From an optimization exercise on the open Yosys and OpenROAD flow, aimed at small area; shortcuts taken in it are not production practice.
RTL that was checked went through simulation tests only; none was proved equivalent to the original.

==> trial 81: inputs <==
==> flow/design.v (excerpt) <==
module butterfly_unit #(
    parameter Q_IN    = 15,
    parameter Q_DATA = 15,
    parameter Q_OUT   = 15
)(
    input  wire clk,
    input  wire reset,
    input  wire valid_in,
    input  wire signed [Q_IN:0]    a_real, a_imag,
    input  wire signed [Q_IN:0]    b_real, b_imag,
    input  wire signed [Q_DATA:0] W_real, W_imag,
    output reg valid_out,
    output reg signed [Q_OUT:0]   y0_real, y0_imag,
    output reg signed [Q_OUT:0]   y1_real, y1_imag
);
clock: 20.0 ns
lec_check: 0
cap_margin: 20
core_margin: 2
core_utilization: 40
cts_buf_list: sky130_fd_sc_hd__clkbuf_8
place_density: 0.6
slew_margin: 20
synth_hierarchical: 1
standard.sh (not shown) runs the stock make flow with config.mk's settings and CLKGATE_MAP_FILE= SYNTH_SCRIPT=/design/flow/synth_recipe.tcl, a recipe that flattens the netlist after the stock synthesis.
==> flow/flow/run.sh <==
#!/bin/bash
set -o pipefail
export BUFFER_PORTS_ARGS="-buffer_cell sky130_fd_sc_hd__buf_1"
export GPL_KEEP_OVERFLOW=0
bash standard.sh > standard.log 2>&1
==> trial 31 (differences from trial 81) <==
CAP_MARGIN = 0   (was 20)
CTS_BUF_LIST = not set   (was sky130_fd_sc_hd__clkbuf_8)
SLEW_MARGIN = 0   (was 20)
==> flow_summary.json <==
{
  "fin_util_pct": 44.7,
  "sh_seq_area_pct": 6.36,
  "vias": 15900,
  "use_met3_pct": 1.96,
  "reg2reg_slack_ps": 19190,
  "startpoint": "b_imag[0]",
  "wl_met3_mm": 2.43,
  "pre_cts_slack_ps": -1580,
  "slew_headroom_pct": 11.5,
  "nNonClkBuffers": 237,
  "finalInstanceArea_mm2": 0.0247,
  "status": "complete, no violations",
  "grt_pass1_wl_mm": 98.3
}
The numbers above come from trial 31.

==> flow_summary.json <==
{
  "status": "complete, no violations",
  "sh_seq_area_pct": 6.47,
  "startpoint": "b_real[0]",
  "n_sequential_cell": 63,
  "reg2reg_slack_ps": 19200,
  "vias": 15800,
  "finalInstanceArea_mm2": 0.0243,
  "grt_pass1_wl_mm": 97.5,
  "pre_cts_slack_ps": -815,
  "wl_met3_mm": 2.68,
  "use_met3_pct": 2.15,
  "fin_util_pct": 43.9
}
The numbers above come from trial 81.

Function was not checked in any run of this note: the RTL went through the layout flow alone.

---

==> inputs of run a <==
butterfly_unit, a different RTL version from the one above (not shown whole).
## butterfly_unit
module butterfly_unit #(
    parameter Q_IN    = 15,
    parameter Q_DATA = 15,
    parameter Q_OUT   = 15
)(
    input  wire clk,
    input  wire reset,
    input  wire valid_in,
    input  wire signed [Q_IN:0]    a_real, a_imag,
    input  wire signed [Q_IN:0]    b_real, b_imag,
    input  wire signed [Q_DATA:0] W_real, W_imag,
    output reg valid_out,
    output reg signed [Q_OUT:0]   y0_real, y0_imag,
    output reg signed [Q_OUT:0]   y1_real, y1_imag
);
  wire p1 = b_real[0] ^ b_imag[0];
  wire p2 = b_real[0] & b_imag[0];
  wire s3, c3;
  bu_fa u3 (.a(b_real[1]), .b(b_imag[1]), .ci(p2), .s(s3), .co(c3));
  wire s4, c4;
  bu_fa u4 (.a(b_real[2]), .b(b_imag[2]), .ci(c3), .s(s4), .co(c4));
  wire s5, c5;
  bu_fa u5 (.a(b_real[3]), .b(b_imag[3]), .ci(c4), .s(s5), .co(c5));
  wire s6, c6;
  bu_fa u6 (.a(b_real[4]), .b(b_imag[4]), .ci(c5), .s(s6), .co(c6));
  wire s7, c7;
  bu_fa u7 (.a(b_real[5]), .b(b_imag[5]), .ci(c6), .s(s7), .co(c7));
  wire s8, c8;
  bu_fa u8 (.a(b_real[6]), .b(b_imag[6]), .ci(c7), .s(s8), .co(c8));
  wire s9, c9;
  bu_fa u9 (.a(b_real[7]), .b(b_imag[7]), .ci(c8), .s(s9), .co(c9));
  wire s10, c10;
  bu_fa u10 (.a(b_real[8]), .b(b_imag[8]), .ci(c9), .s(s10), .co(c10));
  wire s11, c11;
  bu_fa u11 (.a(b_real[9]), .b(b_imag[9]), .ci(c10), .s(s11), .co(c11));
  wire s12, c12;
  bu_fa u12 (.a(b_real[10]), .b(b_imag[10]), .ci(c11), .s(s12), .co(c12));
  wire s13, c13;
  bu_fa u13 (.a(b_real[11]), .b(b_imag[11]), .ci(c12), .s(s13), .co(c13));
  wire s14, c14;
  ...
export LEC_CHECK = 0
export CAP_MARGIN = 20
export CORE_MARGIN = 2
export CORE_UTILIZATION = 40
export CTS_BUF_LIST = sky130_fd_sc_hd__clkbuf_8
export PLACE_DENSITY = 0.6
export SLEW_MARGIN = 20
export SYNTH_HIERARCHICAL = 1
create_clock -name core_clock -period 20.0 [get_ports {clk}]
Scripts as last shown in full above: flow/flow/run.sh
==> inputs of run b, as changes to run a <==
--- a/flow/design.v
+++ b/flow/design.v
@@ -200,13 +200,11 @@
   bu_sel3 us108 (.s1(s1_90), .m1(s17), .s2(s2_91), .m2(s16), .s3(s3_92), .m3(s86), .y(sel108));
   wire sel109;
   bu_sel3 us109 (.s1(s1_90), .m1(p18), .s2(s2_91), .m2(s17), .s3(s3_92), .m3(s87), .y(sel109));
   wire sel110;
   bu_sel3 us110 (.s1(s1_90), .m1(p18), .s2(s2_91), .m2(p18), .s3(s3_92), .m3(s88), .y(sel110));
-  wire sel111;
-  bu_sel3 us111 (.s1(s1_90), .m1(p18), .s2(s2_91), .m2(p18), .s3(s3_92), .m3(m389), .y(sel111));
-  wire n112 = ~sel111;
+  wire n112 = (W_real[0] | W_real[1]) & p18;
   wire s1_113 = W_real[2] & ~W_real[3];
   wire s2_114 = ~W_real[2] & W_real[3];
   wire s3_115 = W_real[2] & W_real[3];
   wire sel116;
   bu_sel3 us116 (.s1(s1_113), .m1(p1), .s2(s2_114), .m2(1'b0), .s3(s3_115), .m3(p1), .y(sel116));
@@ -242,13 +240,11 @@
   bu_sel3 us131 (.s1(s1_113), .m1(s17), .s2(s2_114), .m2(s16), .s3(s3_115), .m3(s86), .y(sel131));
   wire sel132;
   bu_sel3 us132 (.s1(s1_113), .m1(p18), .s2(s2_114), .m2(s17), .s3(s3_115), .m3(s87), .y(sel132));
   wire sel133;
   bu_sel3 us133 (.s1(s1_113), .m1(p18), .s2(s2_114), .m2(p18), .s3(s3_115), .m3(s88), .y(sel133));
-  wire sel134;
-  bu_sel3 us134 (.s1(s1_113), .m1(p18), .s2(s2_114), .m2(p18), .s3(s3_115), .m3(m389), .y(sel134));
-  wire n135 = ~sel134;
+  wire n135 = (W_real[2] | W_real[3]) & p18;
   wire s1_136 = W_real[4] & ~W_real[5];
   wire s2_137 = ~W_real[4] & W_real[5];
   wire s3_138 = W_real[4] & W_real[5];
   wire sel139;
   bu_sel3 us139 (.s1(s1_136), .m1(p1), .s2(s2_137), .m2(1'b0), .s3(s3_138), .m3(p1), .y(sel139));
@@ -284,13 +280,11 @@
   bu_sel3 us154 (.s1(s1_136), .m1(s17), .s2(s2_137), .m2(s16), .s3(s3_138), .m3(s86), .y(sel154));
   wire sel155;
   bu_sel3 us155 (.s1(s1_136), .m1(p18), .s2(s2_137), .m2(s17), .s3(s3_138), .m3(s87), .y(sel155));
   wire sel156;
   bu_sel3 us156 (.s1(s1_136), .m1(p18), .s2(s2_137), .m2(p18), .s3(s3_138), .m3(s88), .y(sel156));
-  wire sel157;
-  bu_sel3 us157 (.s1(s1_136), .m1(p18), .s2(s2_137), .m2(p18), .s3(s3_138), .m3(m389), .y(sel157));
-  wire n158 = ~sel157;
+  wire n158 = (W_real[4] | W_real[5]) & p18;
   wire s1_159 = W_real[6] & ~W_real[7];
   wire s2_160 = ~W_real[6] & W_real[7];
   wire s3_161 = W_real[6] & W_real[7];
   wire sel162;
   bu_sel3 us162 (.s1(s1_159), .m1(p1), .s2(s2_160), .m2(1'b0), .s3(s3_161), .m3(p1), .y(sel162));
@@ -326,13 +320,11 @@
   bu_sel3 us177 (.s1(s1_159), .m1(s17), .s2(s2_160), .m2(s16), .s3(s3_161), .m3(s86), .y(sel177));
   wire sel178;
   bu_sel3 us178 (.s1(s1_159), .m1(p18), .s2(s2_160), .m2(s17), .s3(s3_161), .m3(s87), .y(sel178));
   wire sel179;
   bu_sel3 us179 (.s1(s1_159), .m1(p18), .s2(s2_160), .m2(p18), .s3(s3_161), .m3(s88), .y(sel179));
-  wire sel180;
-  bu_sel3 us180 (.s1(s1_159), .m1(p18), .s2(s2_160), .m2(p18), .s3(s3_161), .m3(m389), .y(sel180));
-  wire n181 = ~sel180;
+  wire n181 = (W_real[6] | W_real[7]) & p18;
   wire s1_182 = W_real[8] & ~W_real[9];
   wire s2_183 = ~W_real[8] & W_real[9];
   wire s3_184 = W_real[8] & W_real[9];
   wire sel185;
   bu_sel3 us185 (.s1(s1_182), .m1(p1), .s2(s2_183), .m2(1'b0), .s3(s3_184), .m3(p1), .y(sel185));
@@ -368,13 +360,11 @@
   bu_sel3 us200 (.s1(s1_182), .m1(s17), .s2(s2_183), .m2(s16), .s3(s3_184), .m3(s86), .y(sel200));
   wire sel201;
   bu_sel3 us201 (.s1(s1_182), .m1(p18), .s2(s2_183), .m2(s17), .s3(s3_184), .m3(s87), .y(sel201));
   wire sel202;
   bu_sel3 us202 (.s1(s1_182), .m1(p18), .s2(s2_183), .m2(p18), .s3(s3_184), .m3(s88), .y(sel202));
-  wire sel203;
-  bu_sel3 us203 (.s1(s1_182), .m1(p18), .s2(s2_183), .m2(p18), .s3(s3_184), .m3(m389), .y(sel203));
-  wire n204 = ~sel203;
+  wire n204 = (W_real[8] | W_real[9]) & p18;
   wire s1_205 = W_real[10] & ~W_real[11];
   wire s2_206 = ~W_real[10] & W_real[11];
   wire s3_207 = W_real[10] & W_real[11];
   wire sel208;
   bu_sel3 us208 (.s1(s1_205), .m1(p1), .s2(s2_206), .m2(1'b0), .s3(s3_207), .m3(p1), .y(sel208));
@@ -410,13 +400,11 @@
   bu_sel3 us223 (.s1(s1_205), .m1(s17), .s2(s2_206), .m2(s16), .s3(s3_207), .m3(s86), .y(sel223));
   wire sel224;
   bu_sel3 us224 (.s1(s1_205), .m1(p18), .s2(s2_206), .m2(s17), .s3(s3_207), .m3(s87), .y(sel224));
   wire sel225;
   bu_sel3 us225 (.s1(s1_205), .m1(p18), .s2(s2_206), .m2(p18), .s3(s3_207), .m3(s88), .y(sel225));
-  wire sel226;
-  bu_sel3 us226 (.s1(s1_205), .m1(p18), .s2(s2_206), .m2(p18), .s3(s3_207), .m3(m389), .y(sel226));
-  wire n227 = ~sel226;
+  wire n227 = (W_real[10] | W_real[11]) & p18;
   wire s1_228 = W_real[12] & ~W_real[13];
   wire s2_229 = ~W_real[12] & W_real[13];
   wire s3_230 = W_real[12] & W_real[13];
   wire sel231;
   bu_sel3 us231 (.s1(s1_228), .m1(p1), .s2(s2_229), .m2(1'b0), .s3(s3_230), .m3(p1), .y(sel231));
@@ -452,13 +440,11 @@
   bu_sel3 us246 (.s1(s1_228), .m1(s17), .s2(s2_229), .m2(s16), .s3(s3_230), .m3(s86), .y(sel246));
   wire sel247;
   bu_sel3 us247 (.s1(s1_228), .m1(p18), .s2(s2_229), .m2(s17), .s3(s3_230), .m3(s87), .y(sel247));
   wire sel248;
   bu_sel3 us248 (.s1(s1_228), .m1(p18), .s2(s2_229), .m2(p18), .s3(s3_230), .m3(s88), .y(sel248));
-  wire sel249;
-  bu_sel3 us249 (.s1(s1_228), .m1(p18), .s2(s2_229), .m2(p18), .s3(s3_230), .m3(m389), .y(sel249));
-  wire n250 = ~sel249;
+  wire n250 = (W_real[12] | W_real[13]) & p18;
   wire two251 = W_real[15] & ~W_real[14];
   wire t252 = p1 ^ W_real[15];
   wire t253 = s3 ^ W_real[15];
   wire t254 = s4 ^ W_real[15];
   wire t255 = s5 ^ W_real[15];
@@ -852,13 +838,11 @@
   bu_sel3 us469 (.s1(s1_451), .m1(s69), .s2(s2_452), .m2(s68), .s3(s3_453), .m3(s447), .y(sel469));
   wire sel470;
   bu_sel3 us470 (.s1(s1_451), .m1(p70), .s2(s2_452), .m2(s69), .s3(s3_453), .m3(s448), .y(sel470));
   wire sel471;
   bu_sel3 us471 (.s1(s1_451), .m1(p70), .s2(s2_452), .m2(p70), .s3(s3_453), .m3(s449), .y(sel471));
-  wire sel472;
-  bu_sel3 us472 (.s1(s1_451), .m1(p70), .s2(s2_452), .m2(p70), .s3(s3_453), .m3(m3450), .y(sel472));
-  wire n473 = ~sel472;
+  wire n473 = (b_imag[0] | b_imag[1]) & p70;
   wire s1_474 = b_imag[2] & ~b_imag[3];
   wire s2_475 = ~b_imag[2] & b_imag[3];
   wire s3_476 = b_imag[2] & b_imag[3];
   wire sel477;
   bu_sel3 us477 (.s1(s1_474), .m1(p53), .s2(s2_475), .m2(1'b0), .s3(s3_476), .m3(p53), .y(sel477));
@@ -894,13 +878,11 @@
   bu_sel3 us492 (.s1(s1_474), .m1(s69), .s2(s2_475), .m2(s68), .s3(s3_476), .m3(s447), .y(sel492));
   wire sel493;
   bu_sel3 us493 (.s1(s1_474), .m1(p70), .s2(s2_475), .m2(s69), .s3(s3_476), .m3(s448), .y(sel493));
   wire sel494;
   bu_sel3 us494 (.s1(s1_474), .m1(p70), .s2(s2_475), .m2(p70), .s3(s3_476), .m3(s449), .y(sel494));
-  wire sel495;
-  bu_sel3 us495 (.s1(s1_474), .m1(p70), .s2(s2_475), .m2(p70), .s3(s3_476), .m3(m3450), .y(sel495));
-  wire n496 = ~sel495;
+  wire n496 = (b_imag[2] | b_imag[3]) & p70;
   wire s1_497 = b_imag[4] & ~b_imag[5];
   wire s2_498 = ~b_imag[4] & b_imag[5];
   wire s3_499 = b_imag[4] & b_imag[5];
   wire sel500;
   bu_sel3 us500 (.s1(s1_497), .m1(p53), .s2(s2_498), .m2(1'b0), .s3(s3_499), .m3(p53), .y(sel500));
@@ -936,13 +918,11 @@
   bu_sel3 us515 (.s1(s1_497), .m1(s69), .s2(s2_498), .m2(s68), .s3(s3_499), .m3(s447), .y(sel515));
   wire sel516;
   bu_sel3 us516 (.s1(s1_497), .m1(p70), .s2(s2_498), .m2(s69), .s3(s3_499), .m3(s448), .y(sel516));
   wire sel517;
   bu_sel3 us517 (.s1(s1_497), .m1(p70), .s2(s2_498), .m2(p70), .s3(s3_499), .m3(s449), .y(sel517));
-  wire sel518;
-  bu_sel3 us518 (.s1(s1_497), .m1(p70), .s2(s2_498), .m2(p70), .s3(s3_499), .m3(m3450), .y(sel518));
-  wire n519 = ~sel518;
+  wire n519 = (b_imag[4] | b_imag[5]) & p70;
   wire s1_520 = b_imag[6] & ~b_imag[7];
   wire s2_521 = ~b_imag[6] & b_imag[7];
   wire s3_522 = b_imag[6] & b_imag[7];
   wire sel523;
   bu_sel3 us523 (.s1(s1_520), .m1(p53), .s2(s2_521), .m2(1'b0), .s3(s3_522), .m3(p53), .y(sel523));
@@ -978,13 +958,11 @@
   bu_sel3 us538 (.s1(s1_520), .m1(s69), .s2(s2_521), .m2(s68), .s3(s3_522), .m3(s447), .y(sel538));
   wire sel539;
   bu_sel3 us539 (.s1(s1_520), .m1(p70), .s2(s2_521), .m2(s69), .s3(s3_522), .m3(s448), .y(sel539));
   wire sel540;
   bu_sel3 us540 (.s1(s1_520), .m1(p70), .s2(s2_521), .m2(p70), .s3(s3_522), .m3(s449), .y(sel540));
-  wire sel541;
-  bu_sel3 us541 (.s1(s1_520), .m1(p70), .s2(s2_521), .m2(p70), .s3(s3_522), .m3(m3450), .y(sel541));
-  wire n542 = ~sel541;
+  wire n542 = (b_imag[6] | b_imag[7]) & p70;
   wire s1_543 = b_imag[8] & ~b_imag[9];
   wire s2_544 = ~b_imag[8] & b_imag[9];
   wire s3_545 = b_imag[8] & b_imag[9];
   wire sel546;
   bu_sel3 us546 (.s1(s1_543), .m1(p53), .s2(s2_544), .m2(1'b0), .s3(s3_545), .m3(p53), .y(sel546));
@@ -1020,13 +998,11 @@
   bu_sel3 us561 (.s1(s1_543), .m1(s69), .s2(s2_544), .m2(s68), .s3(s3_545), .m3(s447), .y(sel561));
   wire sel562;
   bu_sel3 us562 (.s1(s1_543), .m1(p70), .s2(s2_544), .m2(s69), .s3(s3_545), .m3(s448), .y(sel562));
   wire sel563;
   bu_sel3 us563 (.s1(s1_543), .m1(p70), .s2(s2_544), .m2(p70), .s3(s3_545), .m3(s449), .y(sel563));
-  wire sel564;
-  bu_sel3 us564 (.s1(s1_543), .m1(p70), .s2(s2_544), .m2(p70), .s3(s3_545), .m3(m3450), .y(sel564));
-  wire n565 = ~sel564;
+  wire n565 = (b_imag[8] | b_imag[9]) & p70;
   wire s1_566 = b_imag[10] & ~b_imag[11];
   wire s2_567 = ~b_imag[10] & b_imag[11];
   wire s3_568 = b_imag[10] & b_imag[11];
   wire sel569;
   bu_sel3 us569 (.s1(s1_566), .m1(p53), .s2(s2_567), .m2(1'b0), .s3(s3_568), .m3(p53), .y(sel569));
@@ -1062,13 +1038,11 @@
   bu_sel3 us584 (.s1(s1_566), .m1(s69), .s2(s2_567), .m2(s68), .s3(s3_568), .m3(s447), .y(sel584));
   wire sel585;
   bu_sel3 us585 (.s1(s1_566), .m1(p70), .s2(s2_567), .m2(s69), .s3(s3_568), .m3(s448), .y(sel585));
   wire sel586;
   bu_sel3 us586 (.s1(s1_566), .m1(p70), .s2(s2_567), .m2(p70), .s3(s3_568), .m3(s449), .y(sel586));
-  wire sel587;
-  bu_sel3 us587 (.s1(s1_566), .m1(p70), .s2(s2_567), .m2(p70), .s3(s3_568), .m3(m3450), .y(sel587));
-  wire n588 = ~sel587;
+  wire n588 = (b_imag[10] | b_imag[11]) & p70;
   wire s1_589 = b_imag[12] & ~b_imag[13];
   wire s2_590 = ~b_imag[12] & b_imag[13];
   wire s3_591 = b_imag[12] & b_imag[13];
   wire sel592;
   bu_sel3 us592 (.s1(s1_589), .m1(p53), .s2(s2_590), .m2(1'b0), .s3(s3_591), .m3(p53), .y(sel592));
@@ -1104,13 +1078,11 @@
   bu_sel3 us607 (.s1(s1_589), .m1(s69), .s2(s2_590), .m2(s68), .s3(s3_591), .m3(s447), .y(sel607));
   wire sel608;
   bu_sel3 us608 (.s1(s1_589), .m1(p70), .s2(s2_590), .m2(s69), .s3(s3_591), .m3(s448), .y(sel608));
   wire sel609;
   bu_sel3 us609 (.s1(s1_589), .m1(p70), .s2(s2_590), .m2(p70), .s3(s3_591), .m3(s449), .y(sel609));
-  wire sel610;
-  bu_sel3 us610 (.s1(s1_589), .m1(p70), .s2(s2_590), .m2(p70), .s3(s3_591), .m3(m3450), .y(sel610));
-  wire n611 = ~sel610;
+  wire n611 = (b_imag[12] | b_imag[13]) & p70;
   wire two612 = b_imag[15] & ~b_imag[14];
   wire t613 = p53 ^ b_imag[15];
   wire t614 = s55 ^ b_imag[15];
   wire t615 = s56 ^ b_imag[15];
   wire t616 = s57 ^ b_imag[15];
@@ -1606,13 +1578,11 @@
   bu_sel3 us909 (.s1(s1_891), .m1(s51), .s2(s2_892), .m2(s50), .s3(s3_893), .m3(s887), .y(sel909));
   wire sel910;
   bu_sel3 us910 (.s1(s1_891), .m1(p52), .s2(s2_892), .m2(s51), .s3(s3_893), .m3(s888), .y(sel910));
   wire sel911;
   bu_sel3 us911 (.s1(s1_891), .m1(p52), .s2(s2_892), .m2(p52), .s3(s3_893), .m3(s889), .y(sel911));
-  wire sel912;
-  bu_sel3 us912 (.s1(s1_891), .m1(p52), .s2(s2_892), .m2(p52), .s3(s3_893), .m3(m3890), .y(sel912));
-  wire n913 = ~sel912;
+  wire n913 = (b_real[0] | b_real[1]) & p52;
   wire s1_914 = b_real[2] & ~b_real[3];
   wire s2_915 = ~b_real[2] & b_real[3];
   wire s3_916 = b_real[2] & b_real[3];
   wire sel917;
   bu_sel3 us917 (.s1(s1_914), .m1(p35), .s2(s2_915), .m2(1'b0), .s3(s3_916), .m3(p35), .y(sel917));
@@ -1648,13 +1618,11 @@
   bu_sel3 us932 (.s1(s1_914), .m1(s51), .s2(s2_915), .m2(s50), .s3(s3_916), .m3(s887), .y(sel932));
   wire sel933;
   bu_sel3 us933 (.s1(s1_914), .m1(p52), .s2(s2_915), .m2(s51), .s3(s3_916), .m3(s888), .y(sel933));
   wire sel934;
   bu_sel3 us934 (.s1(s1_914), .m1(p52), .s2(s2_915), .m2(p52), .s3(s3_916), .m3(s889), .y(sel934));
-  wire sel935;
-  bu_sel3 us935 (.s1(s1_914), .m1(p52), .s2(s2_915), .m2(p52), .s3(s3_916), .m3(m3890), .y(sel935));
-  wire n936 = ~sel935;
+  wire n936 = (b_real[2] | b_real[3]) & p52;
   wire s1_937 = b_real[4] & ~b_real[5];
   wire s2_938 = ~b_real[4] & b_real[5];
   wire s3_939 = b_real[4] & b_real[5];
   wire sel940;
   bu_sel3 us940 (.s1(s1_937), .m1(p35), .s2(s2_938), .m2(1'b0), .s3(s3_939), .m3(p35), .y(sel940));
@@ -1690,13 +1658,11 @@
   bu_sel3 us955 (.s1(s1_937), .m1(s51), .s2(s2_938), .m2(s50), .s3(s3_939), .m3(s887), .y(sel955));
   wire sel956;
   bu_sel3 us956 (.s1(s1_937), .m1(p52), .s2(s2_938), .m2(s51), .s3(s3_939), .m3(s888), .y(sel956));
   wire sel957;
   bu_sel3 us957 (.s1(s1_937), .m1(p52), .s2(s2_938), .m2(p52), .s3(s3_939), .m3(s889), .y(sel957));
-  wire sel958;
-  bu_sel3 us958 (.s1(s1_937), .m1(p52), .s2(s2_938), .m2(p52), .s3(s3_939), .m3(m3890), .y(sel958));
-  wire n959 = ~sel958;
+  wire n959 = (b_real[4] | b_real[5]) & p52;
   wire s1_960 = b_real[6] & ~b_real[7];
   wire s2_961 = ~b_real[6] & b_real[7];
   wire s3_962 = b_real[6] & b_real[7];
   wire sel963;
   bu_sel3 us963 (.s1(s1_960), .m1(p35), .s2(s2_961), .m2(1'b0), .s3(s3_962), .m3(p35), .y(sel963));
@@ -1732,13 +1698,11 @@
   bu_sel3 us978 (.s1(s1_960), .m1(s51), .s2(s2_961), .m2(s50), .s3(s3_962), .m3(s887), .y(sel978));
   wire sel979;
   bu_sel3 us979 (.s1(s1_960), .m1(p52), .s2(s2_961), .m2(s51), .s3(s3_962), .m3(s888), .y(sel979));
   wire sel980;
   bu_sel3 us980 (.s1(s1_960), .m1(p52), .s2(s2_961), .m2(p52), .s3(s3_962), .m3(s889), .y(sel980));
-  wire sel981;
-  bu_sel3 us981 (.s1(s1_960), .m1(p52), .s2(s2_961), .m2(p52), .s3(s3_962), .m3(m3890), .y(sel981));
-  wire n982 = ~sel981;
+  wire n982 = (b_real[6] | b_real[7]) & p52;
   wire s1_983 = b_real[8] & ~b_real[9];
   wire s2_984 = ~b_real[8] & b_real[9];
   wire s3_985 = b_real[8] & b_real[9];
   wire sel986;
   bu_sel3 us986 (.s1(s1_983), .m1(p35), .s2(s2_984), .m2(1'b0), .s3(s3_985), .m3(p35), .y(sel986));
@@ -1774,13 +1738,11 @@
   bu_sel3 us1001 (.s1(s1_983), .m1(s51), .s2(s2_984), .m2(s50), .s3(s3_985), .m3(s887), .y(sel1001));
   wire sel1002;
   bu_sel3 us1002 (.s1(s1_983), .m1(p52), .s2(s2_984), .m2(s51), .s3(s3_985), .m3(s888), .y(sel1002));
   wire sel1003;
   bu_sel3 us1003 (.s1(s1_983), .m1(p52), .s2(s2_984), .m2(p52), .s3(s3_985), .m3(s889), .y(sel1003));
-  wire sel1004;
-  bu_sel3 us1004 (.s1(s1_983), .m1(p52), .s2(s2_984), .m2(p52), .s3(s3_985), .m3(m3890), .y(sel1004));
-  wire n1005 = ~sel1004;
+  wire n1005 = (b_real[8] | b_real[9]) & p52;
   wire s1_1006 = b_real[10] & ~b_real[11];
   wire s2_1007 = ~b_real[10] & b_real[11];
   wire s3_1008 = b_real[10] & b_real[11];
   wire sel1009;
   bu_sel3 us1009 (.s1(s1_1006), .m1(p35), .s2(s2_1007), .m2(1'b0), .s3(s3_1008), .m3(p35), .y(sel1009));
@@ -1816,13 +1778,11 @@
   bu_sel3 us1024 (.s1(s1_1006), .m1(s51), .s2(s2_1007), .m2(s50), .s3(s3_1008), .m3(s887), .y(sel1024));
   wire sel1025;
   bu_sel3 us1025 (.s1(s1_1006), .m1(p52), .s2(s2_1007), .m2(s51), .s3(s3_1008), .m3(s888), .y(sel1025));
   wire sel1026;
   bu_sel3 us1026 (.s1(s1_1006), .m1(p52), .s2(s2_1007), .m2(p52), .s3(s3_1008), .m3(s889), .y(sel1026));
-  wire sel1027;
-  bu_sel3 us1027 (.s1(s1_1006), .m1(p52), .s2(s2_1007), .m2(p52), .s3(s3_1008), .m3(m3890), .y(sel1027));
-  wire n1028 = ~sel1027;
+  wire n1028 = (b_real[10] | b_real[11]) & p52;
   wire s1_1029 = b_real[12] & ~b_real[13];
   wire s2_1030 = ~b_real[12] & b_real[13];
   wire s3_1031 = b_real[12] & b_real[13];
   wire sel1032;
   bu_sel3 us1032 (.s1(s1_1029), .m1(p35), .s2(s2_1030), .m2(1'b0), .s3(s3_1031), .m3(p35), .y(sel1032));
@@ -1858,13 +1818,11 @@
   bu_sel3 us1047 (.s1(s1_1029), .m1(s51), .s2(s2_1030), .m2(s50), .s3(s3_1031), .m3(s887), .y(sel1047));
   wire sel1048;
   bu_sel3 us1048 (.s1(s1_1029), .m1(p52), .s2(s2_1030), .m2(s51), .s3(s3_1031), .m3(s888), .y(sel1048));
   wire sel1049;
   bu_sel3 us1049 (.s1(s1_1029), .m1(p52), .s2(s2_1030), .m2(p52), .s3(s3_1031), .m3(s889), .y(sel1049));
-  wire sel1050;
-  bu_sel3 us1050 (.s1(s1_1029), .m1(p52), .s2(s2_1030), .m2(p52), .s3(s3_1031), .m3(m3890), .y(sel1050));
-  wire n1051 = ~sel1050;
+  wire n1051 = (b_real[12] | b_real[13]) & p52;
   wire two1052 = b_real[15] & ~b_real[14];
   wire t1053 = p35 ^ b_real[15];
   wire t1054 = s37 ^ b_real[15];
   wire t1055 = s38 ^ b_real[15];
   wire t1056 = s39 ^ b_real[15];
==> flow/flow/run.sh (replaced) <==
#!/bin/bash
set -o pipefail
export BUFFER_PORTS_ARGS="-buffer_cell sky130_fd_sc_hd__buf_1"
export GPL_KEEP_OVERFLOW=0
export SETUP_MOVE_SEQUENCE="unbuffer,sizeup,swap"
bash standard.sh > standard.log 2>&1
--- a/flow/config.mk
+++ b/flow/config.mk
@@ -5,10 +5,10 @@
 export SDC_FILE = /design/flow/constraint.sdc
 export NUM_CORES = 4
 export LEC_CHECK = 0
 export CAP_MARGIN = 20
 export CORE_MARGIN = 2
-export CORE_UTILIZATION = 40
+export CORE_UTILIZATION = 55
 export CTS_BUF_LIST = sky130_fd_sc_hd__clkbuf_8
-export PLACE_DENSITY = 0.6
+export PLACE_DENSITY = 0.7
 export SLEW_MARGIN = 20
 export SYNTH_HIERARCHICAL = 1
==> run summary <==
Layout Cells excl Fill 2427; outcome timing/DRC/antenna clean; multi-input combinational area share 0.824
the above is filed under run a

==> run summary <==
outcome timing/DRC/antenna clean; Layout Cells excl Fill 2201; multi-input combinational area share 0.844
the above is filed under run b

separate check: timing with driven ports:
Ports are ideal in the flow. The routed layouts listed here were re-timed in OpenROAD. Step 1 sets driving cells, clkbuf_16 on the clock port and buf_2 on the other inputs (assumed; they add their load-dependent delay and slew). Step 2 adds t to the input delays and takes it off the output delays; t is the mean of the earliest and latest rising clock arrival at the registers after step 1. Input paths then give back, and output paths get back, about the clock's delay inside the block. a / b / c = no drivers / after step 1 / after step 2; a / b = the first two.
| run | t, ns | slack for setup (ns) | worst setup path after step 2 | latest minus earliest clock arrival (ns) |
|---|---|---|---|---|
| trial 81 | 0.367 | 0.542 / 0.525 / 0.158 | input to register | 0.008 / 0.008 |
| trial 31 | 0.359 | 0.517 / 0.515 / 0.156 | input to register | 0.008 / 0.008 |
| run a | 0.369 | 0.407 / 0.421 / 0.052 | input to register | 0.012 / 0.012 |
| run b | 0.440 | 0.372 / 0.396 / -0.043 | input to register | 0.012 / 0.011 |
Met with ideal ports but missed after step 2: setup timing in run b. The setup slack of run b, which loses most, moves by +0.024 ns with the drivers and by -0.415 ns with both steps.
